From an optimization exercise on the open Yosys and OpenROAD flow, aimed at small area; shortcuts taken in it are not production practice. Function was checked by simulation only, so behaviour that the tests miss may differ from the original. The flow treats the clock pin as an ideal source, which a real chip does not have. Power is estimated from default activity; no workload was simulated.

==> run C: inputs <==
## spi_ram
module spi_ram(clk,rst_n,ss_n,mosi,miso);
input clk,rst_n,ss_n,mosi;
output miso;
wire [15:0] we, nwe;
wire [7:0] wdata, rdata;
wire [15:0] rgrp;
ram r(clk,we,nwe,wdata,rgrp,rdata);
spi_slave s(clk,rst_n,ss_n,mosi,miso,we,nwe,wdata,rgrp,rdata);
endmodule
==> module spi_slave, before the edit <==
module spi_slave(clk, rst_n, ss_n, mosi, miso, we, nwe, wdata, rgrp, rdata);
input clk, rst_n, ss_n, mosi;
output miso;
output [15:0] we, nwe;
output [7:0] wdata;
output [15:0] rgrp;
input [7:0] rdata;
reg [4:0] cnt;         
reg [3:0] ph;          
reg wpend;             
reg m1;                
reg ta, tw;            
reg [7:0] addr;        
reg [7:0] wa, wd;      
reg [7:0] rb;          
wire typ = (cnt == 5'd7);                      
wire body = (cnt[4:3] == 2'b01);               
wire write = (cnt == 5'd15) & tw;
wire commit = wpend & (ph == wa[3:0]);
wire shift_out = (cnt >= 5'd19);                  
always @(posedge clk or negedge rst_n)
  if (~rst_n) begin
    cnt <= 5'd4;
    ph <= 4'd0;
    wpend <= 1'b0;
  end else begin
    ph <= {ph[2:0], ph[3] ^ (ph[2] | ~(ph[1] | ph[0]))};
    if (ss_n)
      cnt <= 5'd4;
    else if (~shift_out)
      cnt <= cnt + 5'd1;
    if (write)
      wpend <= 1'b1;
    else if (commit)
      wpend <= 1'b0;
  end
always @(posedge clk) begin
  m1 <= mosi;
  if (typ) begin
    ta <= ~mosi;
    tw <= mosi & ~m1;
  end
  if (body & ta)
    addr <= {addr[6:0], mosi};
  if (body & tw)
    wd <= {wd[6:0], mosi};
  if (write)
    wa <= addr;
  if (shift_out)
    rb <= {rb[6:0], 1'b0};
  else if (ph == addr[3:0])
    rb <= rdata;
end
assign miso = rb[7];
assign wdata = wd;
assign rgrp = 16'd1 << addr[7:4];
assign we = commit ? (16'd1 << wa[7:4]) : 16'd0;
assign nwe = ~we;
endmodule
==> module ram, before the edit <==
module ram(clk, we, nwe, wdata, rgrp, rdata);
input clk;
input [15:0] we;       
input [15:0] nwe;      
input [7:0] wdata;
input [15:0] rgrp;     
output [7:0] rdata;    
wire [127:0] sel;
genvar g;
generate
  for (g = 0; g < 16; g = g + 1) begin : grp
    reg [127:0] r;     
    wire [7:0] ins = {8{we[g]}} & wdata | {8{nwe[g]}} & r[127:120];
    always @(posedge clk)
      r <= {r[119:0], ins};
    assign sel[8*g+7:8*g] = rgrp[g] ? ins : 8'd0;
  end
endgenerate
assign rdata = sel[7:0] | sel[15:8] | sel[23:16] | sel[31:24]
             | sel[39:32] | sel[47:40] | sel[55:48] | sel[63:56]
             | sel[71:64] | sel[79:72] | sel[87:80] | sel[95:88]
             | sel[103:96] | sel[111:104] | sel[119:112] | sel[127:120];
endmodule
==> module spi_ram, before the edit <==
module spi_ram(clk,rst_n,ss_n,mosi,miso);
input clk,rst_n,ss_n,mosi;
output miso;
wire [15:0] we, nwe;
wire [7:0] wdata, rdata;
wire [15:0] rgrp;
ram r(clk,we,nwe,wdata,rgrp,rdata);
spi_slave s(clk,rst_n,ss_n,mosi,miso,we,nwe,wdata,rgrp,rdata);
endmodule
==> flow/config.mk <==
export PLATFORM = sky130hd
export DESIGN_NAME = spi_ram
export DESIGN_NICKNAME = spi_ram
export VERILOG_FILES = /design/flow/design.v
export SDC_FILE = /design/flow/constraint.sdc
export NUM_CORES = 4
export LEC_CHECK = 0
export CAP_MARGIN = 10
export CORE_MARGIN = 2
export CORE_UTILIZATION = 70
export SLEW_MARGIN = 10
export SYNTH_HIERARCHICAL = 1
==> flow/constraint.sdc <==
create_clock -name core_clock -period 10.0 [get_ports {clk}]
set_input_delay 2.0000 -clock core_clock [delete_from_list [all_inputs] [get_ports {clk}]]
set_output_delay 2.0000 -clock core_clock [all_outputs]
set_load 0.01 [all_outputs]
standard.sh (not shown) runs the stock make flow with config.mk's settings and CLKGATE_MAP_FILE= SYNTH_SCRIPT=/design/flow/synth_recipe.tcl, a recipe that flattens the netlist after the stock synthesis.
==> flow/flow/run.sh <==
#!/bin/bash
# The standard layout, with two changes to clock tree synthesis: the sinks are
# clustered under clkbuf_8 leaf buffers without dummy loads, and afterwards
# post_cts.tcl upsizes every clock buffer whose sinks see a slow clock edge.
set -euo pipefail
here=$(pwd)
export CTS_ARGS="-sink_clustering_enable -repair_clock_nets -sink_clustering_size ${CTS_SIZE:-35} -sink_clustering_max_diameter ${CTS_DIAM:-75} -buf_list sky130_fd_sc_hd__clkbuf_16 -root_buf sky130_fd_sc_hd__clkbuf_16 -tree_buf sky130_fd_sc_hd__clkbuf_16 -dont_use_dummy_load"
export POST_CTS_TCL="$here/flow/post_cts.tcl"
export CLK_SLEW_TARGET="${CLK_SLEW_TARGET:-0.110}"
bash standard.sh > "$here/standard.log" 2>&1
==> flow/flow/post_cts.tcl <==
# Make the clock edges at the flip-flops sharp enough: upsize the clock
# buffers above the leaf level to clkbuf_16, then upsize any leaf buffer
# whose flip-flop clock pins see a slew above CLK_SLEW_TARGET (ns, with
# placement-estimated parasitics), and legalize the placement.
set thr $::env(CLK_SLEW_TARGET)
set up [dict create \
  sky130_fd_sc_hd__clkbuf_1 sky130_fd_sc_hd__clkbuf_2 \
  sky130_fd_sc_hd__clkbuf_2 sky130_fd_sc_hd__clkbuf_4 \
  sky130_fd_sc_hd__clkbuf_4 sky130_fd_sc_hd__clkbuf_8 \
  sky130_fd_sc_hd__clkbuf_8 sky130_fd_sc_hd__clkbuf_16]

proc clock_loads {inst} {
  set x [get_pins -of_objects $inst -filter "direction==output"]
  return [get_pins -of_objects [get_nets -of_objects $x] -filter "direction==input"]
}

set n 0
foreach inst [get_cells clkbuf_*] {
  set inner 0
  foreach l [clock_loads $inst] {
    if {[string match *clkbuf* [get_property [get_cells -of_objects $l] ref_name]]} {
      set inner 1
    }
  }
  if {$inner && [get_property $inst ref_name] ne "sky130_fd_sc_hd__clkbuf_16"} {
    replace_cell [get_full_name $inst] sky130_fd_sc_hd__clkbuf_16
    incr n
  }
}
puts "post_cts: upsized $n clock buffers above the leaves"

for {set it 0} {$it < 4} {incr it} {
  estimate_parasitics -placement
  set drv [dict create]
  set worst 0
  set hist [dict create]
  foreach pin [get_pins -hierarchical */CLK] {
    set s [get_property $pin slew_max]
    dict incr hist [expr {int($s * 200) * 5}]
    if {$s > $worst} { set worst $s }
    if {$s > $thr} {
      foreach d [get_pins -of_objects [get_nets -of_objects $pin] -filter "direction==output"] {
        dict set drv [get_full_name [get_cells -of_objects $d]] 1
      }
    }
  }
  puts "post_cts: pass $it clock pin slews (ps bucket: pins) [lsort -stride 2 -integer $hist]"
  set n 0
  foreach inst [dict keys $drv] {
    set master [get_property [get_cells $inst] ref_name]
    if {[dict exists $up $master]} {
      replace_cell $inst [dict get $up $master]
      incr n
    }
  }
  puts "post_cts: pass $it worst clock pin slew $worst, upsized $n leaf buffers"
  if {$n == 0} { break }
}
detailed_placement
check_placement -verbose
estimate_parasitics -placement
==> run F: changes against run C <==
==> flow/design.v (replaced) <==
module spi_slave(clk, rst_n, ss_n, mosi, miso, we, wdata, rgrp, rdata);
input clk, rst_n, ss_n, mosi;
output miso;
output [15:0] we;
output [7:0] wdata;
output [15:0] rgrp;
input [7:0] rdata;
reg [4:0] cnt;         
reg [3:0] ph;          
reg wpend;             
reg m1;                
reg ta, tw;            
reg [7:0] addr;        
reg [7:0] wa, wd;      
reg [7:0] rb;          
wire typ = (cnt == 5'd3);                      
wire body = (cnt >= 5'd4) & (cnt <= 5'd11);    
wire write = (cnt == 5'd11) & tw;
wire commit = wpend & (ph == wa[3:0]);
wire shift_out = (cnt >= 5'd15) & (cnt <= 5'd21);
wire bypass = commit & (wa[7:4] == addr[7:4]);
always @(posedge clk or negedge rst_n)
  if (~rst_n) begin
    cnt <= 5'd0;
    ph <= 4'd0;
    wpend <= 1'b0;
  end else begin
    ph <= ph + 4'd1;
    if (ss_n)
      cnt <= 5'd0;
    else if (cnt != 5'd31)
      cnt <= cnt + 5'd1;
    if (write)
      wpend <= 1'b1;
    else if (commit)
      wpend <= 1'b0;
  end
always @(posedge clk) begin
  m1 <= mosi;
  if (typ) begin
    ta <= ~mosi;
    tw <= mosi & ~m1;
  end
  if (body & ta)
    addr <= {addr[6:0], mosi};
  if (body & tw)
    wd <= {wd[6:0], mosi};
  if (write)
    wa <= addr;
  if (shift_out)
    rb <= {rb[6:0], 1'b0};
  else if (ph == addr[3:0])
    rb <= bypass ? wd : rdata;
end
assign miso = rb[7];
assign wdata = wd;
assign rgrp = 16'd1 << addr[7:4];
assign we = commit ? (16'd1 << wa[7:4]) : 16'd0;
endmodule
module ram(clk, we, wdata, rgrp, rdata);
input clk;
input [15:0] we;       
input [7:0] wdata;
input [15:0] rgrp;     
output [7:0] rdata;    
wire [127:0] sel;
genvar g;
generate
  for (g = 0; g < 16; g = g + 1) begin : grp
    reg [127:0] r;     
    always @(posedge clk)
      r <= {r[119:0], we[g] ? wdata : r[127:120]};
    assign sel[8*g+7:8*g] = rgrp[g] ? r[127:120] : 8'd0;
  end
endgenerate
assign rdata = sel[7:0] | sel[15:8] | sel[23:16] | sel[31:24]
             | sel[39:32] | sel[47:40] | sel[55:48] | sel[63:56]
             | sel[71:64] | sel[79:72] | sel[87:80] | sel[95:88]
             | sel[103:96] | sel[111:104] | sel[119:112] | sel[127:120];
endmodule
module spi_ram(clk,rst_n,ss_n,mosi,miso);
input clk,rst_n,ss_n,mosi;
output miso;
wire [15:0] we;
wire [7:0] wdata, rdata;
wire [15:0] rgrp;
ram r(clk,we,wdata,rgrp,rdata);
spi_slave s(clk,rst_n,ss_n,mosi,miso,we,wdata,rgrp,rdata);
endmodule
==> flow/run.sh (new file) <==
#!/bin/bash
# synth_recipe.tcl (not shown) runs the flow's synth.tcl, then flattens the netlist and writes it again
# the make line also repeats each setting of config.mk as NAME=value (left out here)
make -C /OpenROAD-flow-scripts/flow DESIGN_CONFIG=/design/flow/config.mk WORK_HOME=/design/flow/orfs CLKGATE_MAP_FILE= SYNTH_SCRIPT=/design/flow/synth_recipe.tcl finish
- CAP_MARGIN: 10 -> 0
- CORE_UTILIZATION: 70 -> 50
- CTS_BUF_LIST: default -> sky130_fd_sc_hd__clkbuf_8
- CTS_CLUSTER_DIAMETER: default -> 60
- CTS_CLUSTER_SIZE: default -> 18
- PLACE_DENSITY: default -> 0.7
- SLEW_MARGIN: 10 -> 0
- SYNTH_HIERARCHICAL: 1 -> default
removed: flow/flow/run.sh
removed: flow/flow/post_cts.tcl
removed: flow/standard.sh
==> summary.txt <==
                                                                      run C           run F
Status                                                       finished clean  finished clean
Initial DRC Count                                                      1230            1047
Setup clock skew after layout                                     0.0635 ns       0.0383 ns
Routing usage on met2                                                 0.287           0.210
Die Outline Area                                                 0.0665 mm2      0.0941 mm2
Relative contribution of combinational cells to total power           0.005           0.002
Largest net degree at the start of global routing                        36              47
Worst-case register-to-register setup slack                         6.10 ns         6.93 ns
XOR/XNOR share of the synthesized area                              0.00213         0.00325
Number of cells on the critical path                                      9               1
Total placed instance area                                       0.0459 mm2      0.0473 mm2
Synthesized-area fraction occupied by adder cells                  0.000554         0.00164
Number of inverters outside the clock class in the layout                 3              13
Reported net switching power                                        2.26 mW         2.33 mW
Kind of end point of the critical path                             register  primary output
Max Clock Freq                                                    0.256 GHz       0.256 GHz
Relative slew margins                                                 0.177           0.251
Post-synth top area share                                             0.909           0.895
Vias per cell                                                          4.79            4.42
Clock buffer count in the final layout                                   70             140
Chip Height                                                          258 um          307 um
WL met2                                                            27300 um        27600 um
Non-clock buffer count in the final layout                                5               9
Endpoint of the worst-slack reg-to-reg timing path                  s.rb[6]         s.rb[1]
Seq pwr share                                                         0.705           0.697
Power dissipated in sequential cells                                8.42 mW         8.36 mW
Seq/Total Area, Yosys                                                 0.937           0.922

==> port drivers added, routing unchanged <==
The results above use ideal ports. As a check the final layouts listed here were re-extracted and re-timed, cells and wires unchanged. Step 1 (the two cells are an assumption about what drives the block):
set clk [get_ports {clk}]
set_driving_cell -lib_cell sky130_fd_sc_hd__clkbuf_16 $clk
set_driving_cell -lib_cell sky130_fd_sc_hd__buf_2 [delete_from_list [all_inputs] $clk]
Step 2 also shifts input and output timing later by t, the mid clock arrival at the registers, as if the neighbouring blocks saw the same clock. a / b / c = ideal ports / drivers / drivers and shift; a / b = the first two.
run | t (ns) | setup slack, ns | worst hold slack (ns) | worst setup path after step 2 | pins driven straight from the clock port
run C | 0.693 | 6.095 / 6.095 / 6.095 | 0.257 / 0.257 / 0.257 | register to register | 1
run F | 0.861 | 6.087 / 6.022 / 6.882 | 0.304 / 0.304 / 0.304 | register to output | 1
After both steps every run listed still meets setup and hold.
